This design comes from an exercise in tuning for small area on the open sky130 flow, not from production work. At most, simulation tests tie the RTL to the original design; equivalence was not proved. No functional check of the RTL was part of run 5. The flow treats the clock pin as an ideal source, which a real chip does not have. Power and IR drop assume default switching activity.

File: design.v
`timescale 1ns / 1ps
module SelectionOfAvatar(
	input [1:0] mode,
	input [5:0] userID,
	input [1:0] candidate,  
	input CLK,
	input rst,  
	output reg [1:0] ballotBoxId,
	output reg [5:0] numberOfRegisteredVoters,
	output reg [5:0] numberOfVotesWinner,  
	output reg [1:0] WinnerId,
	output reg AlreadyRegistered,
	output reg AlreadyVoted,
	output reg NotRegistered,
	output reg VotingHasNotStarted,
	output reg RegistrationHasEnded
	);
    reg [5:0] registered [0:63];
    reg [5:0] voted [0:63];
    integer i, clock, registeredNum, votedNum;
    integer airV, fireV, waterV, earthV;
	always @(posedge CLK)
	begin
	if (rst) begin
        clock = 0;
		registeredNum = 0;
		votedNum = 0;
		airV = 0;
		fireV = 0;
		waterV = 0;
		earthV = 0;
		for(i=0; i<64; i = i+1) begin
            registered[i]=6'b000000;
            voted[i]=6'b000000;
        end
        ballotBoxId =0;
        numberOfRegisteredVoters=0;
        numberOfVotesWinner=0;
        WinnerId=0;
        AlreadyRegistered=0;
        AlreadyVoted=0;
        NotRegistered=0;
        VotingHasNotStarted=0;
        RegistrationHasEnded=0;
	end
	else begin
		clock=clock+1;
        ballotBoxId =0;
        numberOfRegisteredVoters=0;
        numberOfVotesWinner=0;
        WinnerId=0;
        AlreadyRegistered=0;
        AlreadyVoted=0;
        NotRegistered=0;
        VotingHasNotStarted=0;
        RegistrationHasEnded=0;
        if(clock<=100) begin
            ballotBoxId=userID[5:4];
            if(mode==1) begin
                VotingHasNotStarted=1;
            end
            if(mode==0) begin
                if(registered[userID]==0) begin
                    registered[userID]=1;
                    ballotBoxId=userID[5:4];
                    registeredNum=registeredNum+1;
                end
                else begin 
                    AlreadyRegistered=1;
                    ballotBoxId=userID[5:4];
                end
            end
            numberOfRegisteredVoters=registeredNum;
        end
        else if(clock<=200) begin
            ballotBoxId=userID[5:4];
            numberOfRegisteredVoters=registeredNum;
            if(mode==0) begin
                RegistrationHasEnded=1;
            end
            if(mode==1) begin
                if(registered[userID]==1) begin
                    if(voted[userID]==0)begin
                        voted[userID]=1;
                        if(candidate==0)begin
                            airV=airV+1;
                        end
                        if(candidate==1)begin
                            fireV=fireV+1;
                        end
                        if(candidate==2)begin
                            waterV=waterV+1;
                        end
                        if(candidate==3)begin
                            earthV=earthV+1;
                        end
                    end 
                    else begin
                        AlreadyVoted=1;
                    end   
                end
                else begin
                    NotRegistered=1;
                end
            end    
        end
        else if(clock>200) begin
            numberOfRegisteredVoters=registeredNum;
            numberOfVotesWinner=airV;
            WinnerId=2'b0;
            if (fireV > numberOfVotesWinner) begin
				numberOfVotesWinner = fireV;
				WinnerId = 2'b01;
			end
			if (waterV > numberOfVotesWinner) begin
				numberOfVotesWinner = waterV;
				WinnerId = 2'b10;
			end
			if (earthV> numberOfVotesWinner) begin
				numberOfVotesWinner = earthV;
				WinnerId = 2'b11;
			end
        end
	end
	end
endmodule
File: run.sh
#!/bin/bash
# synth_recipe.tcl (not shown) runs the flow's synth.tcl, then flattens the netlist and writes it again
# the make line also repeats each setting of config.mk as NAME=value (left out here)
make -C /OpenROAD-flow-scripts/flow DESIGN_CONFIG=/design/flow/config.mk WORK_HOME=/design/flow/orfs CLKGATE_MAP_FILE= SYNTH_SCRIPT=/design/flow/synth_recipe.tcl finish
File: config.mk
export PLATFORM = sky130hd
export DESIGN_NAME = SelectionOfAvatar
export DESIGN_NICKNAME = SelectionOfAvatar
export VERILOG_FILES = /design/flow/design.v
export SDC_FILE = /design/flow/constraint.sdc
export NUM_CORES = 4
export LEC_CHECK = 0
export CAP_MARGIN = 20
export CORE_MARGIN = 2
export CORE_UTILIZATION = 40
export SLEW_MARGIN = 20
File: constraint.sdc
create_clock -name core_clock -period 6.0 [get_ports {CLK}]
set_input_delay 1.2000 -clock core_clock [delete_from_list [all_inputs] [get_ports {CLK}]]
set_output_delay 1.2000 -clock core_clock [all_outputs]
set_load 0.01 [all_outputs]
==> summary.txt, run 1 <==
clk slew on worst S/H paths=approximately 60 ps; Horiz. Die Dim=around 200 µm; Unique masters post-synth=79; count of final hold-check violations=0; Max Root-Sink Buffers=3; final std cells w/o fill=2209; Reg2Reg Setup Slack=~430 ps; PnR Total Power=0.00434 W; I/O Buffers=32; maximum vdd drop=between 0.15 and 0.2 mV; Req. time, crit path=6440 ps; crit path launch=airV[1]; Die Area=0.0390 mm²; most frequent cells in the layout=dfxtp_1 (289), nand2_1 (201), nor2_1 (129); Antenna Nets Post-Route=0; WL per Instance=18.4 µm; Starting DRT DRC Count=about 950; worst setup path endpoint=numberOfVotesWinner[1]; worst reg2reg startpoint=airV[1]; layout cells sized above 1=0.103; pwr/cell area=259 mW/mm²; Setup Skew=29.2 ps; final slew viol count=0; Tightest Pin Transition=1100 ps; nets=1754; Mapped Avg Cell Area=8.47 µm²; Final setup viols=0; overall routing resource usage=0.208; number of synthesized register bits=289; Sw Ratio=0.227; synth warn=3; kind of critical path=reg2reg; pre-CTS WS=-106 ps; Tmin final=5570 ps; largest net degree at the start of global routing=118; RSZ-0062 raised after global routing=no; H-tree Lvls=2; Hold Path Class=reg2reg; DP HPWL=about 26 mm; Rel. slew slack=0.270; ANT cells=0; grt ovf=0; root buf cell=clkbuf_16; Post-route DRC=0; arrival time worst endpoint=6010 ps; clock group share of total power=0.506; CP Max Fanout=13; clock latency (worst-skew pair)=around 520 ps; net switching power=a little under 0.001 W; startpoint types=register; Post-Syn Instances=approximately 1.8k; Syn Nets=between 1.5k and 2k; fmax=179 MHz; antenna violations before repair=0; Post-synth EDFFs=0; CORE AREA=0.0368 mm²; Vias/cell=6.05; status=no timing/DRC/antenna violations; Mapped Area=0.0150 mm²; DRT Pass-1 Iters=6; GPL Wtd Cong=roughly 0.85; CTS tree=done; P_int=0.00336 W; Reg power frac=0.444; most common cell after layout, fill and taps aside=dfxtp_1; leakage=5.72 nW; CTS buffer count=35; Area growth syn-to-layout=12.1%; Die Span Y=slightly below 200 µm; CTS sink count=289; part of the Yosys area used for sequential elements=0.386; Row Count=70; setup TNS=0 ps; utilization after layout=0.456; drt total wl=between 40 and 50 mm; Final period util=0.929; Vias=~13k; Max-Cap Viols=0; Gate power share=0.050; I/O pin cnt=33; first-pass GRT wire length=67.3 mm; Initial Utilization=0.407; Final WS setup=426 ps; ys async rst share=0; vias in the first global route=roughly 13k; dominant synthesized flop cell=dfxtp_1; CP endpoint kind=register; R2R cell count=27; worst r2r dst=numberOfVotesWinner[1]; placed cell count=2148
registers in the layout, summed over array words and instances (netlist names):
signal,flops
fireV,32
clock,32
ballotBoxId,2
NotRegistered,1
VotingHasNotStarted,1
numberOfVotesWinner,6
AlreadyRegistered,1
registered,64
numberOfRegisteredVoters,6
WinnerId,2
earthV,32
AlreadyVoted,1
RegistrationHasEnded,1
airV,6
registeredNum,6
waterV,32
voted,64
critical path, stage by stage (launching register included):
cell	delay, ps
dfxtp_1	380
inv_1	90
ha_1	290
nor2b_1	120
o21ai_0	90
a21oi_1	180
a211oi_1	80
o21ai_2	370
mux2_2	410
inv_1	60
ha_1	230
nor2b_1	130
o21a_1	160
o21ai_0	190
nand2b_1	80
a211oi_1	290
o21ai_2	200
mux2i_1	260
ha_1	290
nor2b_1	140
o21a_1	160
o21a_1	150
o21ai_0	150
nand2b_1	80
a21oi_1	140
o21ai_1	270
or2_2	370
a21oi_1	130
per-layer routing:
layer	GRT usage	vias up	share of wire
met5	0	-	0
met4	0.0632	0	0.025
met3	0.0314	71	0.049
met2	0.330	299	0.45
met1	0.290	6451	0.48
li1	-	6553	-
power by group through the flow:
stage / registers, W / clock network [W] / logic (W)
after floorplan: 0.00197 / 0 / 0.000136
after global placement: 0.00197 / 0 / 0.000213
after detailed placement: 0.00197 / 0 / 0.000214
after CTS: 0.00193 / 0.00225 / 0.000214
after global routing: 0.00193 / 0.00231 / 0.000233
final: 0.00193 / 0.00220 / 0.000216
final cells by class:
class	instances	area, µm²
Fill cell	3567	20000
Sequential cell	289	5790
Clock inverter	6	105
Timing Repair Buffer	67	643
Multi-Input combinational cell	1264	8340
Tap cell	468	586
Clock buffer	55	1090
Inverter	60	230
synth_stat cells, types with 22 or more instances:
cell	instances	area share
nor3_1	22	0.0074
or2_2	37	0.015
nor2_1	129	0.032
o311ai_0	22	0.013
nor4_1	47	0.020
inv_1	59	0.015
o2bb2ai_1	63	0.037
a21oi_1	43	0.014
nand4_1	44	0.018
or4_1	46	0.023
dfxtp_1	289	0.39
o41ai_1	60	0.035
ha_1	25	0.021
nand2_1	201	0.050
o211ai_1	35	0.018
clkbuf_1	122	0.031
nor2b_1	34	0.014
and3_1	24	0.010
mux2_2	30	0.023
mux2i_1	27	0.018
o31ai_1	34	0.017
nand3_1	69	0.023
worst min path at each step:
| stage | from | end | cells after the start |
|---|---|---|---|
| floorplan | voted[11][0] | voted[11][0] | 2 |
| global placement | voted[25][0] | voted[25][0] | 2 |
| detailed placement | voted[11][0] | voted[11][0] | 2 |
| CTS | voted[11][0] | voted[11][0] | 2 |
| global route | voted[11][0] | voted[11][0] | 2 |
| finish | voted[34][0] | voted[34][0] | 2 |
per-stage QoR:
| stage | hold slack [ps] | instance area [µm²] |
|---|---|---|
| floorplan | 411 | 15000 |
| global placement | 427 | 15600 |
| detailed placement | 430 | 15600 |
| CTS | 448 | 16800 |
| global route | 471 | 16800 |
| finish | 449 | 16800 |
logic make-up (layout without fill, tap and decap cells):
kind of cell               Yosys count  in the layout  synth area share
and+or+nand+nor                    749            749             0.266
AOI/OAI and AO/OA                  393            393             0.204
DFF                                289            289             0.386
buffers and inverters              215            188            0.0573
muxes                               65             65            0.0466
xor gates and xnor gates            32             32            0.0187
adders and majority gates           25             25            0.0209
repair_timing:
action,4_1_cts,5_1_grt
resized for setup,1,2
hold buffers,0,0
setup endpoints to repair,6,8
buffers inserted,0,0
pin swaps,0,1
==> run 2: changes to the inputs <==
==> design.v (replaced) <==
`timescale 1ns / 1ps
module SelectionOfAvatar(
	input [1:0] mode,
	input [5:0] userID,
	input [1:0] candidate,
	input CLK,
	input rst,  
	output reg [1:0] ballotBoxId,
	output reg [5:0] numberOfRegisteredVoters,
	output reg [5:0] numberOfVotesWinner,
	output reg [1:0] WinnerId,
	output reg AlreadyRegistered,
	output reg AlreadyVoted,
	output reg NotRegistered,
	output reg VotingHasNotStarted,
	output reg RegistrationHasEnded
	);
    reg [63:0] registered;
    reg [63:0] voted;
    reg [6:0] cnt;       
    reg [1:0] ph;        
    reg [6:0] v0, v1, v2, v3;
    wire last = (cnt == 7'd100);
    wire inReg  = (ph == 2'd0) & ~last;
    wire inVote = ((ph == 2'd0) & last) | ((ph == 2'd1) & ~last);
    wire inRes  = ~inReg & ~inVote;
    wire isReg = registered[userID];
    wire isVoted = voted[userID];
    wire doReg  = inReg & (mode == 2'd0) & ~isReg;
    wire doVote = inVote & (mode == 2'd1) & isReg & ~isVoted;
    wire        g01 = v1 > v0;
    wire [6:0]  m01 = g01 ? v1 : v0;
    wire        g23 = v3 > v2;
    wire [6:0]  m23 = g23 ? v3 : v2;
    wire        gf  = m23 > m01;
    wire [6:0]  wv  = gf ? m23 : m01;
    wire [1:0]  wid = gf ? {1'b1, g23} : {1'b0, g01};
    always @(posedge CLK) begin
        if (rst) begin
            registered <= 64'd0;
            voted <= 64'd0;
            cnt <= 7'd0;
            ph <= 2'd0;
            v0 <= 7'd0; v1 <= 7'd0; v2 <= 7'd0; v3 <= 7'd0;
            ballotBoxId <= 2'd0;
            numberOfRegisteredVoters <= 6'd0;
            numberOfVotesWinner <= 6'd0;
            WinnerId <= 2'd0;
            AlreadyRegistered <= 1'b0;
            AlreadyVoted <= 1'b0;
            NotRegistered <= 1'b0;
            VotingHasNotStarted <= 1'b0;
            RegistrationHasEnded <= 1'b0;
        end else begin
            cnt <= last ? 7'd1 : cnt + 7'd1;
            if (inVote) ph <= 2'd1;
            if (inRes) ph <= 2'd2;
            if (doReg) begin
                registered[userID] <= 1'b1;
                numberOfRegisteredVoters <= numberOfRegisteredVoters + 6'd1;
            end
            if (doVote) begin
                voted[userID] <= 1'b1;
                case (candidate)
                    2'd0: v0 <= v0 + 7'd1;
                    2'd1: v1 <= v1 + 7'd1;
                    2'd2: v2 <= v2 + 7'd1;
                    2'd3: v3 <= v3 + 7'd1;
                endcase
            end
            ballotBoxId <= inRes ? 2'd0 : userID[5:4];
            VotingHasNotStarted <= inReg & (mode == 2'd1);
            AlreadyRegistered <= inReg & (mode == 2'd0) & isReg;
            RegistrationHasEnded <= inVote & (mode == 2'd0);
            NotRegistered <= inVote & (mode == 2'd1) & ~isReg;
            AlreadyVoted <= inVote & (mode == 2'd1) & isReg & isVoted;
            numberOfVotesWinner <= inRes ? wv[5:0] : 6'd0;
            WinnerId <= inRes ? wid : 2'd0;
        end
    end
endmodule
==> run 2 against run 1 <==
  * Still clean
  * Synthesized cell count down 43%
  * Via count fell by 43%
  * Count of clock-buffer cells in the layout shrank 37
  * Utilization down 0.16 points
  * Cell count fell by 41%
  * Sequential cell count down 103
  * Clock skew shrank 14 ps
  * Largest power group is now sequential cells
==> summary.txt, run 2 <==
post-cts resize count=0 (-1); utilization after layout=0.455 (-0.00161); CTS Hold Bufs=0 (unchanged); CORE AREA=0.0224 mm² (-39%); Starting DRT DRC Count=495 (-48%); Max Root-Sink Buffers=2 (-1); layout cells sized above 1=0.0938 (-0.00955); Row Count=55 (-21%); Mapped Avg Cell Area=8.96 µm² (+5.8%); CP Max Fanout=23 (+10); most common library cells after synthesis=dfxtp_1 (186), inv_1 (102), nor2_1 (101); Setup Skew=15.2 ps (-14.0 ps); Post-route DRC=0 (unchanged); vias in the first global route=7181 (-44%); post-synthesis mux area share=0.101 (+0.0546); post-CTS setup buffers=0 (unchanged); Unique masters post-synth=67 (-15%); RSZ-0062 raised after global routing=no; Synth Area in XOR/XNOR=0.0116 (-0.00714); startpoint types=input pin; part of the Yosys area used for sequential elements=0.410 (+0.0236); final slew viol count=0 (unchanged); Post-synth EDFFs=0 (unchanged); pwr/cell area=252 mW/mm² (-2.5%); Reg2Reg Setup Slack=2160 ps (+1730 ps); CTS buffer count=17 (-51%); Vias/cell=5.85 (-3.3%); Mapped Area=0.00908 mm² (-39%); antenna violations before repair=0 (unchanged); PnR Total Power=0.00257 W (-41%); drt total wl=24.6 mm (-40%); ys async rst share=0 (unchanged); I/O Buffers=32 (unchanged); top post-synthesis cells by area=dfxtp_1 (41%), mux4_2 (5.7%), ha_1 (4.4%), inv_1 (4.2%), nor2_1 (4.2%); Adder-Cell Fraction of Synth Area=0.0441 (+0.0232); kind of critical path=in2reg; dominant synthesized flop cell=dfxtp_1; ANT cells=0 (unchanged); Antenna Nets Post-Route=0 (unchanged); WL per Instance=18.8 µm (+2.0%); count of final hold-check violations=0 (unchanged); post-synthesis simple-gate area fraction=0.170 (-0.0965); maximum vdd drop=0.177 mV (-9.9%); Initial Utilization=0.405 (-0.00218); Req. time, crit path=6330 ps (-110 ps); setup TNS=0 ps (unchanged); Final period util=0.792 (-0.137); Die Span Y=155 µm (-22%); Tightest Pin Transition=1070 ps (-25.4 ps); CTS tree=done; clk slew on worst S/H paths=70 ps (about the same); Layout fillers=2200 (-38%); Post-Syn Instances=1014 (-43%); Horiz. Die Dim=155 µm (-22%); Syn Nets=1058 (-41%); leakage=3.60 nW (-37%); clock latency (worst-skew pair)=440 ps (-80 ps); number of synthesized register bits=186 (-36%); largest net degree at the start of global routing=80 (-32%); DRT Pass-1 Iters=5 (-1); CP endpoint kind=register; top cell type by total area after synthesis=dfxtp_1; Area growth syn-to-layout=12.3%; Tmin final=4750 ps (-822 ps); DP HPWL=16.9 mm (-35%); synth warn=1 (-2); arrival time worst endpoint=5080 ps (-930 ps); largest family of logic cells by synthesized area=compound AO/OA/AOI/OAI gates; I/O pin cnt=33 (unchanged); overall routing resource usage=0.209 (+0.00190); Compound-Gate Fraction of Synth Area=0.187 (-0.0172); Vias=7655 (-43%); H-tree Lvls=4 (+2); most common cell after layout, fill and taps aside=dfxtp_1; fmax=210 MHz (+17%); grt ovf=0 (unchanged); most frequent cells in the layout=dfxtp_1 (186), inv_1 (102), nor2_1 (101); Hold Path Class=reg2reg; Rel. slew slack=0.284 (+0.0143); Max-Cap Viols=0 (unchanged); CTS sink count=186 (-36%); Final setup viols=0 (unchanged); root buf cell=clkbuf_16; GPL Wtd Cong=0.919 (+8.4%); Die Area=0.0239 mm² (-39%); nets=1054 (-40%); status=no timing/DRC/antenna violations; Synth top area share=0.410 (+0.0236); count leader, synth=dfxtp_1; first-pass GRT wire length=39.6 mm (-41%)
## run 2: metal layers
layer / vias to the layer above / part of all wire / global-route usage / routed length, µm
li1: 3683 / - / - / -
met1: 3686 / 0.46 / 0.288 / 11300
met2: 229 / 0.45 / 0.322 / 11200
met3: 57 / 0.048 / 0.0333 / 1180
met4: 0 / 0.038 / 0.0988 / 932
met5: - / 0 / 0 / 0
## run 2: worst paths after layout
| check | from | end | cells after the start |
|---|---|---|---|
| worst max-delay path | userID[1] | voted[60] | 9 |
| worst min-delay path | voted[47] | voted[47] | 2 |
| worst max register to register | v2[4] | WinnerId[0] | 16 |
| worst min register to register | voted[47] | voted[47] | 2 |
## run 2: where the power goes
group          internal [W]  switching (W)
Sequential          0.00124     0.00000390
Combinational     0.0000528       0.000125
Clock              0.000599       0.000553
## run 2: metrics by stage
step	hold slack (ps)	cells	setup WS (ps)	area, µm²
final	456	1308	1250	10200
after global routing	469	1308	971	10200
after CTS	455	1308	1290	10200
after floorplan	422	1014	2210	9080
after detailed placement	443	1276	852	9590
after global placement	436	1276	891	9590
## run 2: final cells by class
cell class	instances	area, µm²	area share
Timing Repair Buffer	52	467	0.0458
Tap cell	285	357	0.0350
Multi-Input combinational cell	651	4660	0.457
Inverter	102	383	0.0375
Sequential cell	186	3720	0.365
Clock inverter	14	178	0.0174
Clock buffer	18	429	0.0421
## run 2: cells by family after synthesis
kind of cell / after synthesis
buf+inv: 177
compound gates: 247
flops: 186
fa+ha+maj: 32
xor+xnor: 12
mux: 62
simple gates: 298
## run 2: critical path, stage by stage
cell and delay [ps]:
clkdlybuf4s50_1 800, or3b_1 660, o221ai_1 230, a21oi_1 100, a2111oi_4 630, a22o_1 290
buf_4 290, nand3_2 400, o41ai_1 450
==> run 3: changes to the inputs <==
==> design.v (replaced) <==
`timescale 1ns / 1ps
module SelectionOfAvatar(
	input [1:0] mode,
	input [5:0] userID,
	input [1:0] candidate,
	input CLK,
	input rst,  
	output reg [1:0] ballotBoxId,
	output reg [5:0] numberOfRegisteredVoters,
	output [5:0] numberOfVotesWinner,
	output [1:0] WinnerId,
	output reg AlreadyRegistered,
	output reg AlreadyVoted,
	output reg NotRegistered,
	output reg VotingHasNotStarted,
	output reg RegistrationHasEnded
	);
    reg [63:0] registered;
    reg [63:0] voted;
    reg [6:0] lfsr;
    reg pv, pr;
    reg [5:0] v0, v1, v2, v3;
    reg [1:0] lead;
    wire last = (lfsr == 7'd22);    
    wire inReg  = ~pv & ~last;
    wire inVote = (~pv & last) | (pv & ~pr & ~last);
    wire inRes  = pr | (pv & last);
    wire isReg = registered[userID];
    wire isVoted = voted[userID];
    wire doReg  = inReg & (mode == 2'd0) & ~isReg;
    wire doVote = inVote & (mode == 2'd1) & isReg & ~isVoted;
    reg [5:0] vsel, vlead;
    always @* case (candidate)
        2'd0: vsel = v0;
        2'd1: vsel = v1;
        2'd2: vsel = v2;
        default: vsel = v3;
    endcase
    always @* case (lead)
        2'd0: vlead = v0;
        2'd1: vlead = v1;
        2'd2: vlead = v2;
        default: vlead = v3;
    endcase
    wire [5:0] vinc = vsel + 6'd1;
    wire take = {vinc, candidate < lead} > {vlead, 1'b0};
    assign numberOfVotesWinner = pr ? vlead : 6'd0;
    assign WinnerId = pr ? lead : 2'd0;
    wire nrst = ~rst;
    wire [7:0] col = 8'd1 << userID[2:0];
    wire [7:0] row = 8'd1 << userID[5:3];
    wire setR = nrst & inReg & (mode == 2'd0);
    wire setV = nrst & inVote & (mode == 2'd1);
    wire [7:0] rowR = row & {8{setR}};
    wire [7:0] rowV = row & {8{setV}};
    genvar gi;
    generate for (gi = 0; gi < 64; gi = gi + 1) begin : tbl
        always @(posedge CLK) begin
            registered[gi] <= (registered[gi] & nrst) | (rowR[gi/8] & col[gi%8]);
            voted[gi] <= (voted[gi] & nrst) | (rowV[gi/8] & col[gi%8]);
        end
    end endgenerate
    always @(posedge CLK) begin
        if (rst) begin
            lfsr <= 7'd0;
            pv <= 1'b0;
            pr <= 1'b0;
            v0 <= 6'd0; v1 <= 6'd0; v2 <= 6'd0; v3 <= 6'd0;
            lead <= 2'd0;
            ballotBoxId <= 2'd0;
            numberOfRegisteredVoters <= 6'd0;
            AlreadyRegistered <= 1'b0;
            AlreadyVoted <= 1'b0;
            NotRegistered <= 1'b0;
            VotingHasNotStarted <= 1'b0;
            RegistrationHasEnded <= 1'b0;
        end else begin
            lfsr <= last ? 7'd1 : {lfsr[5:0], ~(lfsr[6] ^ lfsr[5])};
            if (last) pv <= 1'b1;
            if (inRes) pr <= 1'b1;
            if (doReg) begin
                numberOfRegisteredVoters <= numberOfRegisteredVoters + 6'd1;
            end
            if (doVote) begin
                if (take) lead <= candidate;
                case (candidate)
                    2'd0: v0 <= vinc;
                    2'd1: v1 <= vinc;
                    2'd2: v2 <= vinc;
                    2'd3: v3 <= vinc;
                endcase
            end
            ballotBoxId <= inRes ? 2'd0 : userID[5:4];
            VotingHasNotStarted <= inReg & (mode == 2'd1);
            AlreadyRegistered <= inReg & (mode == 2'd0) & isReg;
            RegistrationHasEnded <= inVote & (mode == 2'd0);
            NotRegistered <= inVote & (mode == 2'd1) & ~isReg;
            AlreadyVoted <= inVote & (mode == 2'd1) & isReg & isVoted;
        end
    end
endmodule
==> run 3 against run 2 <==
  * Design area shrank 15%
  * Clock power about the same
  * Combinational power down 33%
  * Area after synthesis shrank 16%
==> summary.txt, run 3 <==
Antenna Nets Post-Route=0 (unchanged); WL per Instance=17.4 µm (-7.4%); CORE AREA=0.0188 mm² (-16%); Syn Nets=800 (-24%); nets=802 (-24%); Synth top area share=0.459 (+0.0496); Final period util=0.704 (-0.0880); Storage cell area=0.00352 mm² (-5.4%); startpoint types=input pin; R2R cell count=10 (-6); Hold Path Class=reg2reg; Rel. slew slack=0.304 (+0.0199); drt total wl=17.9 mm (-27%); Layout fillers=1839 (-16%); DP HPWL=10.9 mm (-35%); Final setup viols=0 (unchanged); Tmin final=4220 ps (-528 ps); most frequent cells in the layout=dfxtp_1 (176), inv_1 (136), o22ai_1 (128); antenna violations before repair=0 (unchanged); post-cts resize count=0 (unchanged); Sw Ratio=0.237 (-0.0286); top post-synthesis cells by area=dfxtp_1 (46%), mux4_2 (11%), o22ai_1 (10%), inv_1 (6.7%), mux2i_1 (5.6%); kind of critical path=in2reg; Max Root-Sink Buffers=2 (unchanged); Mapped Area=0.00767 mm² (-16%); synth warn=1 (unchanged); worst r2r dst=lead[1]; Area growth syn-to-layout=13.0%; largest net degree at the start of global routing=105 (+31%); status=no timing/DRC/antenna violations; Req. time, crit path=6320 ps (about the same); clock latency (worst-skew pair)=430 ps (about the same); CP endpoint kind=register; CTS tree=done; Max-Cap Viols=0 (unchanged); leakage=3.02 nW (-16%); overall routing resource usage=0.185 (-0.0244); GPL Wtd Cong=0.772 (-16%); ys async rst share=0 (unchanged); final slew viol count=0 (unchanged); CTS buffer count=17 (unchanged); part of the Yosys area used for sequential elements=0.459 (+0.0496); Tightest Pin Transition=1040 ps (-25.8 ps); DRT Pass-1 Iters=5 (unchanged); HP Start=lfsr[1]; Worst Hold End=lfsr[2]; pwr/cell area=279 mW/mm² (+11%); maximum vdd drop=0.191 mV (+8.0%); RSZ-0062 raised after global routing=no; first-pass GRT wire length=29.1 mm (-27%); CTS Hold Bufs=0 (unchanged); dominant synthesized flop cell=dfxtp_1; H-tree Lvls=4 (unchanged); setup TNS=0 ps (unchanged); Reg power frac=0.486 (+0.003); top cell type by total area after synthesis=dfxtp_1; clk slew on worst S/H paths=70 ps (about the same); Post-Syn Instances=779 (-23%); Initial Utilization=0.409 (+0.00364); Post-route DRC=0 (unchanged); utilization after layout=0.462 (+0.00709); Die Span Y=142 µm (-7.9%); Die Area=0.0203 mm² (-15%); fmax=237 MHz (+12%); Gate power share=0.049 (-0.020); most common library cells after synthesis=dfxtp_1 (176), inv_1 (136), o22ai_1 (128); grt ovf=0 (unchanged); number of synthesized register bits=176 (-5.4%); P_int=0.00185 W (-2.3%); worst reg2reg startpoint=lead[0]; arrival time worst endpoint=4540 ps (-540 ps); Mapped Avg Cell Area=9.84 µm² (+9.9%); Starting DRT DRC Count=455 (-8.1%); Reg2Reg Setup Slack=3200 ps (+1040 ps); Setup Skew=8.36 ps (-6.85 ps); most common cell after layout, fill and taps aside=dfxtp_1; Vias=5537 (-28%); count leader, synth=dfxtp_1; Horiz. Die Dim=142 µm (-7.9%); WHS Path Cells=1 (-1); vias in the first global route=5336 (-26%); Row Count=50 (-9.1%); post-CTS setup buffers=0 (unchanged); I/O pin cnt=33 (unchanged); CTS sink count=176 (-5.4%); count of final hold-check violations=0 (unchanged); layout cells sized above 1=0.111 (+0.0170); Unique masters post-synth=51 (-24%); ANT cells=0 (unchanged); net switching power=0.000573 W (-16%); I/O Buffers=32 (unchanged); Vias/cell=5.39 (-8.0%); multi-input logic area=0.00341 mm² (-27%); root buf cell=clkbuf_16; CP Max Fanout=12 (-48%); Post-synth EDFFs=0 (unchanged); clock group share of total power=0.465 (+0.017)
## run 3: cell count changes after synthesis, sizes merged, moves of 16 or more
cell    delta
inv       +34
or4       -17
a31oi     -51
o22ai     +70
o32ai     -18
o31ai     -16
nor2      -82
ha        -23
nand2     -20
a21oi     -32
nand2b    +27
## run 3: cells by family (layout without fill, tap and decap cells)
kind of cell / count (synthesis) / count (layout) / share of synthesized area
buffers and inverters: 188 / 203 / 0.0961
xor gates and xnor gates: 8 / 8 / 0.00914
adders and majority gates: 9 / 9 / 0.0147
DFF: 176 / 176 / 0.459
AOI/OAI and AO/OA: 161 / 161 / 0.136
muxes: 85 / 85 / 0.172
and+or+nand+nor: 152 / 152 / 0.112
## run 3: cell type report
| class | count | area share |
|---|---|---|
| well taps | 234 | 0.0338 |
| clock buffers | 19 | 0.0511 |
| flip-flops and latches | 176 | 0.407 |
| multi-input cells | 415 | 0.394 |
| inverters | 136 | 0.0589 |
| repair buffers | 35 | 0.0381 |
| clock inverters | 13 | 0.0176 |
## run 3: critical path, cell delays in order
cell	delay (ps)
clkdlybuf4s50_1	890
mux4_2	640
ha_1	340
ha_1	310
nor2b_1	130
o21a_1	170
o21a_1	160
o21a_1	160
o21a_1	170
o211a_1	240
mux2i_1	130
## run 3: power groups by stage
stage | sequential, W | combinational, W | clock (W)
after floorplan | 0.00120 | 0.0000815 | 0
after global placement | 0.00120 | 0.000120 | 0
after detailed placement | 0.00120 | 0.000120 | 0
after CTS | 0.00118 | 0.000120 | 0.00114
after global routing | 0.00118 | 0.000129 | 0.00119
final | 0.00118 | 0.000120 | 0.00113
## run 3: stage by stage
step / instances / cell area, µm² / setup slack [ps] / hold slack [ps] / power [W]
final: 1028 / 8670 / 1780 / 446 / 0.00242
after global routing: 1028 / 8670 / 1580 / 475 / 0.00250
after CTS: 1028 / 8660 / 1750 / 448 / 0.00244
after detailed placement: 996 / 8070 / 1320 / 437 / 0.00132
after global placement: 996 / 8070 / 1330 / 429 / 0.00132
after floorplan: 779 / 7670 / 2060 / 421 / 0.00128
## run 3: metal layers
metal  wire (µm)  vias to the layer above  GRT usage
li1            -                     2736          -
met1        8550                     2657      0.260
met2        8430                      130      0.293
met3         752                       14     0.0326
met4         157                        0     0.0537
met5           0                        -          0
## run 3: worst max path at each step
stage,startpoint,endpoint,cells past startpoint
final,candidate[0],lead[1],11
after global routing,candidate[0],lead[1],11
after CTS,candidate[0],lead[1],11
after detailed placement,candidate[0],lead[1],11
after global placement,candidate[0],lead[0],11
after floorplan,candidate[0],lead[0],11
==> run 4: changes to the inputs <==
--- a/design.v
+++ b/design.v
@@ -16,6 +16,6 @@
 	output reg RegistrationHasEnded
 	);
-    reg [63:0] registered;
-    reg [63:0] voted;
+    reg [63:0] nregistered;
+    reg [63:0] nvoted;
     reg [6:0] lfsr;
     reg pv, pr;
@@ -26,6 +26,6 @@
     wire inVote = (~pv & last) | (pv & ~pr & ~last);
     wire inRes  = pr | (pv & last);
-    wire isReg = registered[userID];
-    wire isVoted = voted[userID];
+    wire isReg = ~nregistered[userID];
+    wire isVoted = ~nvoted[userID];
     wire doReg  = inReg & (mode == 2'd0) & ~isReg;
     wire doVote = inVote & (mode == 2'd1) & isReg & ~isVoted;
@@ -57,6 +57,6 @@
     generate for (gi = 0; gi < 64; gi = gi + 1) begin : tbl
         always @(posedge CLK) begin
-            registered[gi] <= (registered[gi] & nrst) | (rowR[gi/8] & col[gi%8]);
-            voted[gi] <= (voted[gi] & nrst) | (rowV[gi/8] & col[gi%8]);
+            nregistered[gi] <= (nregistered[gi] | rst) & ~(rowR[gi/8] & col[gi%8]);
+            nvoted[gi] <= (nvoted[gi] | rst) & ~(rowV[gi/8] & col[gi%8]);
         end
     end endgenerate
==> flow/run.sh (new file) <==
#!/bin/bash
# Layout flow: the standard ORFS flow (standard.sh) with changes that only
# affect cell area:
#  - synthesis maps the logic with an area-oriented ABC script (flow/abc.script)
#    instead of ORFS's delay-oriented one; everything else in synthesis,
#    including the registers, is the standard synthesis;
#  - the port buffers are buf_1 cells;
#  - clock tree synthesis uses clkbuf_8 buffers and no dummy loads.
# Each tool's output is in standard.log and in ORFS's own logs under orfs/logs.
set -euo pipefail
W=$(pwd)
rm -rf "$W/scripts_abc"
cp -r "$FLOW_HOME/scripts" "$W/scripts_abc"
cp "$W/flow/abc.script" "$W/scripts_abc/abc_speed.script"
bash "$W/standard.sh" \
  "SCRIPTS_DIR=$W/scripts_abc" \
  "BUFFER_PORTS_ARGS=-buffer_cell sky130_fd_sc_hd__buf_1" \
  "CTS_ARGS=-sink_clustering_enable -repair_clock_nets -dont_use_dummy_load -buf_list sky130_fd_sc_hd__clkbuf_8" \
  finish > "$W/standard.log" 2>&1
==> flow/abc.script (new file) <==
&get -n
&st
&deepsyn -T 60
&dch -f
&nf -R 1000
&put
==> standard.sh (new file) <==
#!/bin/bash
# synth_recipe.tcl (not shown) runs the flow's synth.tcl, then flattens the netlist and writes it again
# the make line also repeats each setting of config.mk as NAME=value (left out here)
make -C /OpenROAD-flow-scripts/flow DESIGN_CONFIG=/design/flow/config.mk WORK_HOME=/design/flow/orfs CLKGATE_MAP_FILE= SYNTH_SCRIPT=/design/flow/synth_recipe.tcl "${@:-finish}"
removed: run.sh
==> run 4 against run 3 <==
  * Utilization shrank 1.2 points
  * Design area is 14% lower
  * Routed wire length increased by 3.9%
  * Area after synthesis decreased by 12%
  * Combinational power grew 7%
  * Largest power group unchanged
  * Register-to-register slack worse by 800 ps
  * First-iteration DRC count increased by 46%
  * Still clean
  * Synthesized cell count decreased by 8.3%
==> summary.txt, run 4 <==
CP peak stage delay=840 ps (-50 ps); WL per Instance=18.8 µm (+7.8%); number of synthesized register bits=176 (unchanged); post-synthesis mux area share=0.0111 (-0.161); drt total wl=18.6 mm (+3.9%); Post-synth EDFFs=0 (unchanged); overall routing resource usage=0.210 (+0.0253); Reg2Reg Setup Slack=2400 ps (-800 ps); Post-route DRC=0 (unchanged); Die Span Y=134 µm (-6.1%); post-CTS setup buffers=0 (unchanged); post-cts resize count=0 (unchanged); layout cells sized above 1=0.0337 (-0.0771); crit path launch=userID[1]; arrival time worst endpoint=4830 ps (+290 ps); Mapped Area=0.00674 mm² (-12%); R2R cell count=15 (+5); worst setup path endpoint=numberOfRegisteredVoters[5]; most frequent cells in the layout=dfxtp_1 (176), nor2_1 (121), a21oi_1 (86); maximum vdd drop=0.130 mV (-32%); clock latency (worst-skew pair)=460 ps (+30 ps); dpl cell area=0.00720 mm² (-11%); post-synthesis simple-gate area fraction=0.169 (+0.0569); final slew viol count=0 (unchanged); largest net degree at the start of global routing=78 (-26%); final instance area=0.00743 mm² (-14%); GR peak layer=met2; I/O Buffers=32 (unchanged); H-tree Lvls=4 (unchanged); CTS tree=done; Compound-Gate Fraction of Synth Area=0.269 (+0.133); Layout fillers=1603 (-13%); worst r2r dst=lead[1]; fmax=222 MHz (-6.2%); Horiz. Die Dim=134 µm (-6.1%); vias in the first global route=5773 (+8.2%); Tmin final=4500 ps (+279 ps); CTS sink count=176 (unchanged); Mapped Avg Cell Area=9.43 µm² (-4.2%); DP HPWL=12.3 mm (+13%); Synth top area share=0.523 (+0.0636); Row Count=47 (-6.0%); Syn Nets=735 (-8.1%); part of the Yosys area used for sequential elements=0.523 (+0.0636); Critical-path top delay cell=nor2b_1; count of final hold-check violations=0 (unchanged); hold slack=473 ps (+27.4 ps); RSZ-0062 raised after global routing=no; synth warn=1 (unchanged); Final setup viols=0 (unchanged); met2 GRT Util=0.348 (+0.0546); status=no timing/DRC/antenna violations; Req. time, crit path=6330 ps (about the same); Tightest Pin Transition=1070 ps (+29.8 ps); largest family of logic cells by synthesized area=compound AO/OA/AOI/OAI gates; antenna violations before repair=0 (unchanged); count leader, synth=dfxtp_1; root buf cell=clkbuf_8; Vias/cell=5.97 (+11%); CTS buffer count=17 (unchanged); I/O pin cnt=33 (unchanged); worst reg2reg startpoint=v1[0]; dominant synthesized flop cell=dfxtp_1; Post-Syn Instances=714 (-8.3%); Vias=5917 (+6.9%); ys async rst share=0 (unchanged); Antenna Nets Post-Route=0 (unchanged); Final period util=0.751 (+0.0465); ANT cells=0 (unchanged); Adder-Cell Fraction of Synth Area=0.0167 (+0.00203); nets=794 (-1.0%); Starting DRT DRC Count=665 (+46%); setup TNS=0 ps (unchanged); top cell type by total area after synthesis=dfxtp_1; clk slew on worst S/H paths=90 ps (+20 ps); Die Area=0.0179 mm² (-12%); Setup Skew=27.5 ps (+19.2 ps); Unique masters post-synth=39 (-24%); Area growth syn-to-layout=10.3%; DRT Pass-1 Iters=7 (+2); most common cell after layout, fill and taps aside=dfxtp_1; most common library cells after synthesis=dfxtp_1 (176), nor2_1 (121), a21oi_1 (86); Synth Area in XOR/XNOR=0.00650 (-0.00264); Initial Utilization=0.408 (-0.000937); CP cell instances=buf_1 > nor2b_1 > buf_4 > a222oi_1 > and3_1 > a21oi_1 > nand4_1 > a31oi_1 > buf_4 > nor2b_1 > and2_0 > and4_1 > and3_1 > nor3_1; met3 global-route usage=0.0446 (+0.0120); CP Max Fanout=10 (-2); grt ovf=0 (unchanged); kind of critical path=in2reg; Hold Path Class=reg2reg; top post-synthesis cells by area=dfxtp_1 (52%), o22a_1 (8.3%), nor2_1 (6.7%), a21oi_1 (6.4%), a222oi_1 (3.0%); Rel. slew slack=0.279 (-0.0254); first-pass GRT wire length=29.7 mm (+2.3%); Max-Cap Viols=0 (unchanged); met1 Use GR=0.266 (+0.00670); Max Root-Sink Buffers=2 (unchanged); pwr/cell area=258 mW/mm² (-7.6%); startpoint types=input pin; CTS Hold Bufs=0 (unchanged); GPL Wtd Cong=0.876 (+14%); leakage=2.55 nW (-16%); CORE AREA=0.0165 mm² (-12%); CP endpoint kind=register
-- run 4: cell count changes after synthesis, moves of 17 or more --
cell | before | now
o22ai_1 | 128 | 23
o22a_1 | 1 | 64
clkbuf_1 | 36 | 0
a222oi_1 | 0 | 20
a22o_1 | 1 | 20
inv_1 | 136 | 0
nand2b_1 | 40 | 11
o21ai_0 | 2 | 30
nor3_1 | 4 | 23
mux4_2 | 37 | 0
and2_1 | 17 | 0
mux2i_1 | 43 | 3
nor2_1 | 19 | 121
a21oi_1 | 5 | 86
-- run 4: routing by layer --
metal	up-vias	wire length (µm)
met5	-	0
met4	0	346
met3	29	970
met2	201	9070
met1	2881	8200
li1	2806	-
-- run 4: kinds of logic after synthesis --
| logic type | after synthesis |
|---|---|
| compound gates | 263 |
| simple gates | 246 |
| flops | 176 |
| fa+ha+maj | 9 |
| buf+inv | 8 |
| mux | 7 |
| xor+xnor | 5 |
-- run 4: cell type report --
class,count,area [µm²],share of cell area
Timing Repair Buffer,40,184,0.0248
Sequential cell,176,3520,0.474
Tap cell,220,275,0.0370
Multi-Input combinational cell,530,3180,0.428
Inverter,8,30.0,0.00404
Clock buffer,17,234,0.0315
-- run 4: worst min path at each step --
stage | startpoint | to | slack (ps) | cells after the start
floorplan | lfsr[1] | lfsr[2] | 420 | 1
global placement | lfsr[1] | lfsr[2] | 430 | 1
detailed placement | lfsr[1] | lfsr[2] | 450 | 1
CTS | lfsr[1] | lfsr[2] | 470 | 1
global route | nvoted[24] | nvoted[24] | 490 | 2
finish | lfsr[1] | lfsr[2] | 470 | 1
-- run 4: power breakdown --
| part | leakage (nW) | internal [W] | switching (W) |
|---|---|---|---|
| Sequential | 1.42 | 0.00117 | 0.00000278 |
| Combinational | 1.00 | 0.0000340 | 0.0000939 |
| Clock | 0.122 | 0.000251 | 0.000364 |
| Total | 2.55 | 0.00146 | 0.000461 |
-- run 4: metrics by stage --
stage | worst slack (ps) | util | total power (W) | instances
2_1_floorplan | 1700 | - | 0.00126 | 714
3_3_place_gp | 1110 | 0.435 | 0.00133 | 974
3_5_place_dp | 1060 | 0.435 | 0.00133 | 974
4_1_cts | 1560 | 0.450 | 0.00193 | 991
5_1_grt | 1190 | 0.450 | 0.00199 | 991
6_report | 1500 | 0.450 | 0.00192 | 991
-- run 4: critical path: cells and delay by family --
family | cells | cell delay, ps
AND/OR/NAND/NOR | 8 | 2310
buffers and inverters | 3 | 760
AO/OA/AOI/OAI | 3 | 540
==> run 5: changes to the inputs <==
--- a/design.v
+++ b/design.v
@@ -26,6 +26,14 @@
     wire inVote = (~pv & last) | (pv & ~pr & ~last);
     wire inRes  = pr | (pv & last);
-    wire isReg = ~nregistered[userID];
-    wire isVoted = ~nvoted[userID];
+    wire [7:0] colr = 8'd1 << userID[2:0];
+    wire [7:0] rowr = 8'd1 << userID[5:3];
+    wire [7:0] rr, vr;
+    genvar gr;
+    generate for (gr = 0; gr < 8; gr = gr + 1) begin : rd
+        assign rr[gr] = |(~nregistered[gr*8 +: 8] & colr);
+        assign vr[gr] = |(~nvoted[gr*8 +: 8] & colr);
+    end endgenerate
+    wire isReg = |(rr & rowr);
+    wire isVoted = |(vr & rowr);
     wire doReg  = inReg & (mode == 2'd0) & ~isReg;
     wire doVote = inVote & (mode == 2'd1) & isReg & ~isVoted;
==> run 5 against run 4 <==
  * Power decreased by 2.9%
  * Cell count decreased by 9.0%
  * Count of clock-buffer cells in the layout did not move
  * Critical path type unchanged
  * Non-clock buffer count increased by 5
==> summary.txt, run 5 <==
status=no timing/DRC/antenna violations; Max Root-Sink Buffers=2 (unchanged); Final period util=0.757 (+0.00615); hold slack=457 ps (-15.7 ps); first-pass GRT wire length=26.3 mm (-11%); post-synthesis simple-gate area fraction=0.125 (-0.0437); kind of critical path=in2reg; synth warn=1 (unchanged); CTS buffer count=17 (unchanged); Die Area=0.0175 mm² (-2.1%); Mapped Avg Cell Area=10.6 µm² (+12%); pwr/cell area=255 mW/mm² (-1.4%); Final setup viols=0 (unchanged); Tightest Pin Transition=932 ps (-142 ps); root buf cell=clkbuf_8; Syn Nets=644 (-12%); RSZ-0062 raised after global routing=no; Post-synth EDFFs=0 (unchanged); count of final hold-check violations=0 (unchanged); CP Max Fanout=19 (+9); Post-Syn Instances=624 (-13%); clk slew on worst S/H paths=80 ps (about the same); Starting DRT DRC Count=536 (-19%); top post-synthesis cells by area=dfxtp_1 (53%), o22a_1 (18%), o22ai_1 (5.0%), nand2_1 (2.9%), ha_1 (1.5%); arrival time worst endpoint=4910 ps (+80 ps); Setup Skew=24.8 ps (-2.73 ps); startpoint types=input pin; clock latency (worst-skew pair)=460 ps (about the same); final slew viol count=0 (unchanged); Synth top area share=0.535 (+0.0115); dominant synthesized flop cell=dfxtp_1; fmax=220 MHz (-0.81%); post-synthesis mux area share=0.00304 (-0.00811); number of synthesized register bits=176 (unchanged); post-cts resize count=0 (unchanged); drt total wl=16.1 mm (-13%); Req. time, crit path=6370 ps (+40 ps); post-CTS setup buffers=0 (unchanged); top cell type by total area after synthesis=dfxtp_1; GPL Wtd Cong=0.896 (+2.2%); nets=708 (-11%); largest family of logic cells by synthesized area=compound AO/OA/AOI/OAI gates; I/O Buffers=32 (unchanged); CP endpoint kind=register; ANT cells=0 (unchanged); maximum vdd drop=0.151 mV (+16%); Compound-Gate Fraction of Synth Area=0.312 (+0.0424); placed cell count=885 (-9.1%); Vias/cell=6.08 (+1.9%); setup TNS=0 ps (unchanged); count leader, synth=dfxtp_1; CORE AREA=0.0160 mm² (-3.2%); most common cell after layout, fill and taps aside=dfxtp_1; utilization after layout=0.457 (+0.00769); DP HPWL=10.6 mm (-14%); most frequent cells in the layout=dfxtp_1 (176), o22a_1 (134), o22ai_1 (53); Antenna Nets Post-Route=0 (unchanged); Tmin final=4540 ps (+36.9 ps); most common library cells after synthesis=dfxtp_1 (176), o22a_1 (134), o22ai_1 (53); grt ovf=0 (unchanged); H-tree Lvls=4 (unchanged); Rel. slew slack=0.379 (+0.100); Mapped Area=0.00659 mm² (-2.2%); Die Span Y=132 µm (-1.1%); part of the Yosys area used for sequential elements=0.535 (+0.0115); Synth Area in XOR/XNOR=0.00532 (-0.00119); Horiz. Die Dim=132 µm (-1.1%); Row Count=46 (-2.1%); PnR Total Power=0.00186 W (-2.9%); layout cells sized above 1=0.0452 (+0.0115); CTS sink count=176 (unchanged); Area growth syn-to-layout=11.0%; Unique masters post-synth=42 (+7.7%); final std cells w/o fill=902 (-9.0%); antenna violations before repair=0 (unchanged); Max-Cap Viols=0 (unchanged); Initial Utilization=0.412 (+0.00429); CTS tree=done; ys async rst share=0 (unchanged); DRT Pass-1 Iters=9 (+2); overall routing resource usage=0.188 (-0.0224); Post-route DRC=0 (unchanged); I/O pin cnt=33 (unchanged); WL per Instance=17.9 µm (-4.8%); Hold Path Class=reg2reg; Vias=5486 (-7.3%); leakage=2.35 nW (-7.8%); CTS Hold Bufs=0 (unchanged); vias in the first global route=5051 (-13%); largest net degree at the start of global routing=72 (-7.7%); Adder-Cell Fraction of Synth Area=0.0152 (-0.00153)
[run 5: metrics by stage]
stage          instance area [µm²]  setup slack (ps)
2_1_floorplan                 6590              1980
3_3_place_gp                  7080              1050
3_5_place_dp                  7080               990
4_1_cts                       7320              1450
5_1_grt                       7320              1100
6_report                      7320              1460
[run 5: critical path: stages]
cell,delay [ps]
buf_1,220
or3b_1,700
buf_4,350
o22ai_1,100
nor4_1,520
o22ai_1,170
or3_1,500
nand3_1,170
clkinv_1,200
and2_0,250
nor2_1,330
nand2_1,90
o21ai_0,90
[run 5: layer usage]
layer / up-vias / track usage / share of wire
li1: 2629 / - / -
met2: 149 / 0.300 / 0.47
met5: - / 0 / 0
met3: 26 / 0.0434 / 0.043
met1: 2682 / 0.248 / 0.46
met4: 0 / 0.0717 / 0.021
[run 5: final timing paths]
kind,from,end,slack (ps),cells after the start
max,userID[2],v3[1],1460,13
min,lfsr[2],lfsr[3],460,1
max reg2reg,v2[1],lead[0],2720,14
min reg2reg,lfsr[2],lfsr[3],460,1
[run 5: final cells by class]
cell class	count	area (µm²)
fillers	1579	8680
flip-flops and latches	176	3520
multi-input cells	439	3030
well taps	216	270
clock buffers	17	234
repair buffers	45	221
inverters	9	33.8
[run 5: cell families after synthesis]
group | Yosys count
adders and majority gates | 8
xor gates and xnor gates | 4
AOI/OAI and AO/OA | 264
muxes | 2
buffers and inverters | 9
and+or+nand+nor | 161
DFF | 176
[run 5: power by group]
group	internal [W]	leakage, nW	total [W]	switching, W
Combinational	0.0000207	0.802	0.0000833	0.0000626
Clock	0.000250	0.122	0.000605	0.000354
Sequential	0.00117	1.42	0.00117	0.00000259
==> run 6: changes to the inputs <==
==> design.v (replaced) <==
`timescale 1ns / 1ps
module SelectionOfAvatar(
	input [1:0] mode,
	input [5:0] userID,
	input [1:0] candidate,  
	input CLK,
	input rst,  
	output reg [1:0] ballotBoxId,
	output reg [5:0] numberOfRegisteredVoters,
	output [5:0] numberOfVotesWinner,  
	output [1:0] WinnerId,
	output reg AlreadyRegistered,
	output reg AlreadyVoted,
	output reg NotRegistered,
	output reg VotingHasNotStarted,
	output reg RegistrationHasEnded
	);
    wire nrst = ~rst;
    reg [6:0] lfsr;
    reg pv, pr;
    wire last = (lfsr == 7'd22);
    wire inReg  = ~pv & ~last;
    wire inVote = (~pv & last) | (pv & ~pr & ~last);
    wire inRes  = pr | (pv & last);
    wire [6:0] lfsr_step = {lfsr[5:0], ~(lfsr[6] ^ lfsr[5])};
    always @(posedge CLK) begin
        lfsr <= {7{nrst}} & (last ? 7'd1 : lfsr_step);
        pv <= nrst & (pv | last);
        pr <= nrst & inRes;
    end
    reg [63:0] nregistered;
    reg [63:0] nvoted;
    wire [7:0] col = 8'd1 << userID[2:0];
    wire [7:0] row = 8'd1 << userID[5:3];
    wire [7:0] rr, vr;
    genvar gr;
    generate for (gr = 0; gr < 8; gr = gr + 1) begin : rd
        assign rr[gr] = |(~nregistered[gr*8 +: 8] & col);
        assign vr[gr] = |(~nvoted[gr*8 +: 8] & col);
    end endgenerate
    wire isReg = |(rr & row);
    wire isVoted = |(vr & row);
    wire m0 = (mode == 2'd0);
    wire m1 = (mode == 2'd1);
    wire doReg  = inReg & m0 & ~isReg;
    wire doVote = inVote & m1 & isReg & ~isVoted;
    wire [7:0] rowR = row & {8{nrst & inReg & m0}};
    wire [7:0] rowV = row & {8{nrst & inVote & m1}};
    genvar gi;
    generate for (gi = 0; gi < 64; gi = gi + 1) begin : tbl
        always @(posedge CLK) begin
            nregistered[gi] <= (nregistered[gi] | rst) & ~(rowR[gi/8] & col[gi%8]);
            nvoted[gi] <= (nvoted[gi] | rst) & ~(rowV[gi/8] & col[gi%8]);
        end
    end endgenerate
    wire [5:0] rt = {rt[4:0] & numberOfRegisteredVoters[4:0], doReg};
    always @(posedge CLK)
        numberOfRegisteredVoters <= {6{nrst}} & (numberOfRegisteredVoters ^ rt);
    reg [5:0] v0, v1, v2, v3;
    reg [1:0] lead;
    wire [3:0] ch = 4'd1 << candidate;
    wire [3:0] lh = 4'd1 << lead;
    wire [5:0] vsel = ({6{ch[0]}} & v0) | ({6{ch[1]}} & v1) | ({6{ch[2]}} & v2) | ({6{ch[3]}} & v3);
    wire [5:0] vlead = ({6{lh[0]}} & v0) | ({6{lh[1]}} & v1) | ({6{lh[2]}} & v2) | ({6{lh[3]}} & v3);
    wire [5:0] vc = {vc[4:0] & vsel[4:0], 1'b1};
    wire [5:0] vinc = vsel ^ vc;
    wire take = {vinc, candidate < lead} > {vlead, 1'b0};
    wire [3:0] vwe = {4{nrst & doVote}} & ch;
    wire [3:0] vkeep = {4{nrst}} & ~vwe;
    wire lwe = nrst & doVote & take;
    wire lkeep = nrst & ~lwe;
    always @(posedge CLK) begin
        v0 <= (v0 & {6{vkeep[0]}}) | (vinc & {6{vwe[0]}});
        v1 <= (v1 & {6{vkeep[1]}}) | (vinc & {6{vwe[1]}});
        v2 <= (v2 & {6{vkeep[2]}}) | (vinc & {6{vwe[2]}});
        v3 <= (v3 & {6{vkeep[3]}}) | (vinc & {6{vwe[3]}});
        lead <= (lead & {2{lkeep}}) | (candidate & {2{lwe}});
    end
    assign numberOfVotesWinner = {6{pr}} & vlead;
    assign WinnerId = {2{pr}} & lead;
    always @(posedge CLK) begin
        ballotBoxId <= {2{nrst & ~inRes}} & userID[5:4];
        VotingHasNotStarted <= nrst & inReg & m1;
        AlreadyRegistered <= nrst & inReg & m0 & isReg;
        RegistrationHasEnded <= nrst & inVote & m0;
        NotRegistered <= nrst & inVote & m1 & ~isReg;
        AlreadyVoted <= nrst & inVote & m1 & isReg & isVoted;
    end
endmodule
==> flow/abc.script (replaced) <==
&get -n
&st
&dch -f
&nf -R 1000
&put
==> run 6 against run 5 <==
  * Still clean
  * Synthesized cell count decreased by 6.6%
  * Global-route usage down 0.52 points
  * Sequential power about the same
  * First-iteration DRC count down 7.5%
  * Clock skew down 4.1 ps
  * Utilization is 0.13 points higher
  * Routed wire length shrank 4.1%
  * Worst setup slack got worse by 230 ps
==> summary.txt, run 6 <==
post-cts resize count=0 (unchanged); Setup Skew=20.7 ps (-4.11 ps); CTS tree=done; drt total wl=15.5 mm (-4.1%); Vias=5277 (-3.8%); Max-Cap Viols=0 (unchanged); Post-route DRC=0 (unchanged); number of synthesized register bits=176 (unchanged); layout cells sized above 1=0.0613 (+0.0161); Tmin final=4770 ps (+230 ps); Post-synth EDFFs=0 (unchanged); most common cell after layout, fill and taps aside=dfxtp_1; most frequent cells in the layout=dfxtp_1 (176), o22a_1 (128), o22ai_1 (59); post-CTS setup buffers=0 (unchanged); Crit path max-delay family=adder cells; CP cell instances=buf_1 > nor2_1 > a222oi_1 > a21boi_0 > clkinv_1 > ha_1 > ha_1 > ha_1 > ha_1 > xor2_1 > ha_1 > nand2_1 > nor3_1 > nor3_1 > nor2_1 > a22o_1; overall routing resource usage=0.183 (-0.00525); Die Area=0.0173 mm² (-1.4%); DRT Pass-1 Iters=8 (-1); Die Span Y=131 µm (-0.69%); worst reg2reg startpoint=v0[0]; CORE AREA=0.0159 mm² (-0.72%); largest net degree at the start of global routing=67 (-6.9%); RSZ-0062 raised after global routing=no; CP Max Fanout=10 (-9); Post-Syn Instances=583 (-6.6%); Unique masters post-synth=34 (-19%); worst r2r dst=lead[0]; startpoint types=input pin; final std cells w/o fill=869 (-3.7%); fmax=210 MHz (-4.8%); top post-synthesis cells by area=dfxtp_1 (54%), o22a_1 (17%), o22ai_1 (5.7%), a22o_1 (3.8%), ha_1 (3.1%); CP peak stage delay=520 ps (-180 ps); placed cell count=852 (-3.7%); final instance area=0.00728 mm² (-0.44%); nets=683 (-3.5%); first-pass GRT wire length=25.6 mm (-2.9%); top cell type by total area after synthesis=dfxtp_1; status=no timing/DRC/antenna violations; CTS Hold Bufs=0 (unchanged); dpl cell area=0.00705 mm² (-0.46%); antenna violations before repair=0 (unchanged); Max Root-Sink Buffers=2 (unchanged); Syn Nets=611 (-5.1%); GPL Wtd Cong=0.909 (+1.5%); CTS buffer count=17 (unchanged); leakage=2.41 nW (+2.5%); grt ovf=0 (unchanged); setup TNS=0 ps (unchanged); Req. time, crit path=6320 ps (-50 ps); Worst Hold End=lfsr[1]; Final period util=0.795 (+0.0383); WHS Path Cells=1 (unchanged); I/O Buffers=32 (unchanged); CP dominant cell by count=ha_1; Initial Utilization=0.409 (-0.00292); CP endpoint kind=register; vias in the first global route=5057 (+0.12%); Area growth syn-to-layout=12.1%; clock latency (worst-skew pair)=450 ps (about the same); kind of critical path=in2reg; count of final hold-check violations=0 (unchanged); Horiz. Die Dim=131 µm (-0.69%); WL per Instance=17.8 µm (-0.42%); dominant synthesized flop cell=dfxtp_1; pwr/cell area=256 mW/mm² (+0.42%); HP Start=lfsr[0]; Buf+Inv Stages, Crit Path=2 (-1); Mapped Area=0.00650 mm² (-1.4%); Mapped Avg Cell Area=11.1 µm² (+5.5%); Vias/cell=6.07 (-0.16%); part of the Yosys area used for sequential elements=0.542 (+0.00772); final slew viol count=0 (unchanged); H-tree Lvls=4 (unchanged); Synth top area share=0.542 (+0.00772); ys async rst share=0 (unchanged); root buf cell=clkbuf_8; I/O pin cnt=33 (unchanged); Tightest Pin Transition=722 ps (-210 ps); maximum vdd drop=0.146 mV (-3.6%); Row Count=46 (unchanged); Starting DRT DRC Count=496 (-7.5%); R2R cell count=14 (unchanged); count leader, synth=dfxtp_1; Final setup viols=0 (unchanged); CTS sink count=176 (unchanged); Antenna Nets Post-Route=0 (unchanged); synth warn=1 (unchanged); Rel. slew slack=0.518 (+0.139); arrival time worst endpoint=5090 ps (+180 ps); Hold Path Class=reg2reg; most common library cells after synthesis=dfxtp_1 (176), o22a_1 (128), o22ai_1 (59); ANT cells=0 (unchanged); clk slew on worst S/H paths=70 ps (about the same); Critical-path top delay cell=a21boi_0; Reg2Reg Setup Slack=2220 ps (-500 ps); utilization after layout=0.459 (+0.00127); DP HPWL=10.4 mm (-2.6%)
==> run 6: worst max-delay path by stage <==
| stage | depth (start not counted) | start | to | slack [ps] |
|---|---|---|---|---|
| final | 16 | candidate[1] | lead[0] | 1230 |
| after global routing | 16 | candidate[1] | lead[1] | 950 |
| after CTS | 16 | candidate[1] | lead[0] | 1310 |
| after detailed placement | 16 | candidate[1] | lead[0] | 840 |
| after global placement | 14 | userID[2] | numberOfRegisteredVoters[4] | 980 |
| after floorplan | 15 | candidate[0] | lead[0] | 1740 |
==> run 6: cells by family after synthesis <==
kind of cell / share of synthesized area
AO/OA/AOI/OAI: 0.314
flip-flops: 0.542
AND/OR/NAND/NOR: 0.107
adder cells (fa/ha/maj): 0.0308
XOR/XNOR: 0.00404
buffers and inverters: 0.00173
==> run 6: power breakdown <==
part           total (W)  leakage, nW  switching (W)  internal (W)
logic          0.0000836        0.861      0.0000617     0.0000219
clock network   0.000604        0.122       0.000354      0.000251
registers        0.00117         1.42     0.00000227       0.00117
total            0.00186         2.41       0.000417       0.00144
==> run 6: final cells by class <==
type	instances	area [µm²]
clock buffer	17	234
fill	1530	8600
inverter	3	11.3
multi-input combinational	404	2960
sequential	176	3520
tap	216	270
timing repair buffer	53	282
==> run 6: routing by layer <==
metal / vias up / global-route usage / wire length (µm)
li1: 2511 / - / -
met2: 159 / 0.291 / 7140
met3: 16 / 0.0455 / 788
met5: - / 0 / 0
met1: 2591 / 0.243 / 7320
met4: 0 / 0.0586 / 214
==> run 6: stage by stage <==
stage	hold WS (ps)	setup WS [ps]	power, W
after floorplan	430	1740	0.00124
after global placement	444	979	0.00128
after detailed placement	457	842	0.00128
after CTS	469	1310	0.00188
after global routing	486	952	0.00194
final	466	1230	0.00186
==> run 7: changes to the inputs <==
==> flow/run.sh (replaced) <==
#!/bin/bash
# Layout flow: the standard ORFS flow (standard.sh) with changes that only
# affect cell area:
#  - synthesis maps the logic with an area-oriented ABC script (flow/abc.script)
#    instead of ORFS's delay-oriented one; everything else in synthesis,
#    including the registers, is the standard synthesis;
#  - the port buffers are buf_1 cells;
#  - clock tree synthesis uses clkbuf_4 buffers and no dummy loads; after it,
#    flow/cts_fix.tcl upsizes to clkbuf_8 the buffers whose flip-flops would
#    see a slow clock edge.
# Each tool's output is in standard_cts.log, cts_fix.log and standard.log, and
# in ORFS's own logs under orfs/logs.
set -euo pipefail
W=$(pwd)
rm -rf "$W/scripts_abc"
cp -r "$FLOW_HOME/scripts" "$W/scripts_abc"
cp "$W/flow/abc.script" "$W/scripts_abc/abc_speed.script"
ARGS=(
  "SCRIPTS_DIR=$W/scripts_abc"
  "BUFFER_PORTS_ARGS=-buffer_cell sky130_fd_sc_hd__buf_1"
  "CTS_ARGS=-sink_clustering_enable -repair_clock_nets -dont_use_dummy_load -buf_list sky130_fd_sc_hd__clkbuf_4"
)
bash "$W/standard.sh" "${ARGS[@]}" cts > "$W/standard_cts.log" 2>&1
RESULTS="$W/orfs/results/sky130hd/SelectionOfAvatar/base" openroad -no_init -exit "$W/flow/cts_fix.tcl" > "$W/cts_fix.log" 2>&1
bash "$W/standard.sh" "${ARGS[@]}" finish > "$W/standard.log" 2>&1
==> flow/cts_fix.tcl (new file) <==
# Upsize the clock-tree buffers (clkbuf_4) whose flip-flop clock pins see an
# edge slower than the threshold to clkbuf_8, then legalize the placement.
set plat $::env(FLOW_HOME)/platforms/sky130hd
set res $::env(RESULTS)
read_liberty $plat/lib/sky130_fd_sc_hd__tt_025C_1v80.lib
read_db $res/4_cts.odb
read_sdc $res/4_cts.sdc
source $plat/setRC.tcl
estimate_parasitics -placement

proc worst_clk_slew {} {
  set worst 0
  foreach pin [get_pins -hierarchical */CLK] {
    set s [get_property $pin slew_max]
    if {$s > $worst} { set worst $s }
  }
  return $worst
}
puts "worst flip-flop clock slew before: [worst_clk_slew]"
set n 0
foreach inst [get_cells -hierarchical *] {
  if {![string match "*__clkbuf_4" [get_property $inst ref_name]]} continue
  set out [get_pins -of_objects $inst -filter "direction==output"]
  set w 0
  foreach p [get_pins -of_objects [get_nets -of_objects $out] -filter "direction==input"] {
    if {[string match "*/CLK" [get_full_name $p]]} {
      set s [get_property $p slew_max]
      if {$s > $w} { set w $s }
    }
  }
  if {$w > 0.11} {
    replace_cell $inst sky130_fd_sc_hd__clkbuf_8
    incr n
  }
}
puts "upsized $n clock buffers"
detailed_placement
check_placement
estimate_parasitics -placement
puts "worst flip-flop clock slew after: [worst_clk_slew]"
write_db $res/4_cts.odb
==> run 7 against run 6 <==
  * Non-clock buffer count unchanged
  * Still clean
  * Sequential share of layout area grew 0.23 points
  * Area after synthesis stayed put
  * Count of clock-buffer cells in the layout is the same
  * Worst setup slack better by 160 ps
  * Power down 2.7%
  * Synthesized cell count did not move
  * Largest power group unchanged
  * Critical path depth unchanged
==> summary.txt, run 7 <==
startpoint types=input pin; CTS sink count=176 (unchanged); DRT Pass-1 Iters=9 (+1); I/O Buffers=32 (unchanged); Starting DRT DRC Count=463 (-6.7%); kind of critical path=in2reg; most common library cells after synthesis=dfxtp_1 (176), o22a_1 (128), o22ai_1 (59); Final setup viols=0 (unchanged); root buf cell=clkbuf_4; number of synthesized register bits=176 (unchanged); clock latency (worst-skew pair)=590 ps (+140 ps); Antenna Nets Post-Route=0 (unchanged); CORE AREA=0.0159 mm² (unchanged); Tightest Pin Transition=724 ps (+1.70 ps); top post-synthesis cells by area=dfxtp_1 (54%), o22a_1 (17%), o22ai_1 (5.7%), a22o_1 (3.8%), ha_1 (3.1%); nets=683 (unchanged); CP dominant cell by count=ha_1; met2 routed WL=7.14 mm (about the same); clk slew on worst S/H paths=90 ps (+20 ps); antenna violations before repair=1 (+1); Rel. slew slack=0.517 (about the same); synth warn=1 (unchanged); Max Root-Sink Buffers=2 (unchanged); layout cells sized above 1=0.0613 (unchanged); Die Area=0.0173 mm² (unchanged); maximum vdd drop=0.136 mV (-7.0%); met1 WL=7.46 mm (+1.9%); H-tree Lvls=4 (unchanged); Vias=5249 (-0.53%); drt total wl=15.5 mm (+0.54%); first-pass GRT wire length=25.7 mm (+0.38%); overall routing resource usage=0.184 (+0.00107); Die Span Y=131 µm (unchanged); Horiz. Die Dim=131 µm (unchanged); Post-synth EDFFs=0 (unchanged); largest net degree at the start of global routing=67 (unchanged); Initial Utilization=0.409 (unchanged); pwr/cell area=250 mW/mm² (-2.3%); part of the Yosys area used for sequential elements=0.542 (unchanged); Synth top area share=0.542 (unchanged); Unique masters post-synth=34 (unchanged); status=no timing/DRC/antenna violations; post-CTS setup buffers=0 (unchanged); GPL Wtd Cong=0.909 (unchanged); Setup Skew=37.2 ps (+16.5 ps); DR WL met3=728 µm (-7.6%); Tmin final=4610 ps (-156 ps); dominant synthesized flop cell=dfxtp_1; setup TNS=0 ps (unchanged); post-cts resize count=0 (unchanged); Hold Path Class=reg2reg; CP Max Fanout=10 (unchanged); Max-Cap Viols=0 (unchanged); Syn Nets=611 (unchanged); Mapped Area=0.00650 mm² (unchanged); Vias/cell=6.03 (-0.64%); CTS tree=done; CP endpoint kind=register; arrival time worst endpoint=5100 ps (about the same); Layout fillers=1534 (+0.26%); fmax=217 MHz (+3.4%); Final period util=0.769 (-0.0260); CP peak stage delay=530 ps (about the same); DR top layer=met4; dpl cell area=0.00705 mm² (unchanged); I/O pin cnt=33 (unchanged); count of final hold-check violations=0 (unchanged); most common cell after layout, fill and taps aside=dfxtp_1; Row Count=46 (unchanged); Post-Syn Instances=583 (unchanged); vias in the first global route=5091 (+0.67%); Critical-path top delay cell=a21boi_0; most frequent cells in the layout=dfxtp_1 (176), o22a_1 (128), o22ai_1 (59); final slew viol count=0 (unchanged); leakage=2.39 nW (-0.64%); final instance area=0.00725 mm² (-0.48%); ys async rst share=0 (unchanged); top cell type by total area after synthesis=dfxtp_1; DP HPWL=10.4 mm (unchanged); WL per Instance=17.9 µm (+0.43%); Mapped Avg Cell Area=11.1 µm² (unchanged); Req. time, crit path=6480 ps (+160 ps); CTS buffer count=17 (unchanged); Area growth syn-to-layout=11.6%; Post-route DRC=0 (unchanged); CTS Hold Bufs=0 (unchanged); CP cell instances=buf_1 > nor2_1 > a222oi_1 > a21boi_0 > clkinv_1 > ha_1 > ha_1 > ha_1 > ha_1 > xor2_1 > ha_1 > nand2_1 > nor3_1 > nor3_1 > nor2_1 > a22o_1; count leader, synth=dfxtp_1; utilization after layout=0.456 (-0.00221); RSZ-0062 raised after global routing=no; grt ovf=0 (unchanged)
## run 7: path summary, 6_finish.rpt
kind                                    from  endpoint  slack [ps]  cells after the start
worst max-delay path            candidate[1]   lead[0]        1390                     16
worst min-delay path                 lfsr[0]   lfsr[1]         470                      1
worst max register to register         v0[0]   lead[0]        2190                     14
worst min register to register       lfsr[0]   lfsr[1]         470                      1
## run 7: cells by family (layout without fill, tap and decap cells)
kind of cell / after synthesis / after routing / synth area share
other cells: 0 / 1 / 0
xor+xnor: 3 / 3 / 0.00404
fa+ha+maj: 16 / 16 / 0.0308
simple gates: 131 / 131 / 0.107
flops: 176 / 176 / 0.542
compound gates: 254 / 254 / 0.314
buf+inv: 3 / 73 / 0.00173
## run 7: power by group
group	total [W]	internal, W	leakage, nW	switching [W]
sequential	0.00117	0.00117	1.42	0.00000227
clock	0.000553	0.000206	0.107	0.000347
combinational	0.0000835	0.0000219	0.861	0.0000616
total	0.00181	0.00140	2.39	0.000411
## run 7: layout make-up
cell class,count,area [µm²],area share
Sequential cell,176,3520,0.486
Multi-Input combinational cell,404,2960,0.409
Timing Repair Buffer,53,282,0.0388
Tap cell,216,270,0.0373
Clock buffer,17,196,0.0271
Inverter,3,11.3,0.00155
Antenna cell,1,2.50,0.000345
## run 7: critical path: cells and delay by family
| kind | cells | cell delay [ps] |
|---|---|---|
| adders and majority gates | 5 | 1130 |
| buffers and inverters | 2 | 540 |
| AOI/OAI and AO/OA | 3 | 1080 |
| and+or+nand+nor | 5 | 770 |
| xor gates and xnor gates | 1 | 390 |
## run 7: through the flow
| stage | instances | hold WS (ps) | setup WS, ps | total power, W |
|---|---|---|---|---|
| final | 870 | 466 | 1390 | 0.00181 |
| after global routing | 870 | 489 | 1130 | 0.00189 |
| after CTS | 869 | 475 | 1420 | 0.00175 |
| after detailed placement | 852 | 457 | 842 | 0.00128 |
| after global placement | 852 | 444 | 979 | 0.00128 |
| after floorplan | 583 | 430 | 1740 | 0.00124 |
## run 7: routing by layer
layer  GRT usage  vias up
li1            -     2515
met1       0.244     2564
met2       0.292      143
met3      0.0467       27
met4      0.0610        0
met5           0        -

Re-timed with assumed drivers on the ports (clkbuf_16 on the clock, buf_2 on other inputs), run 7 has 1.396 ns of setup slack against 1.386 ns with ideal ports, and 0.788 ns once port delays also move by the mid clock arrival of 0.609 ns.
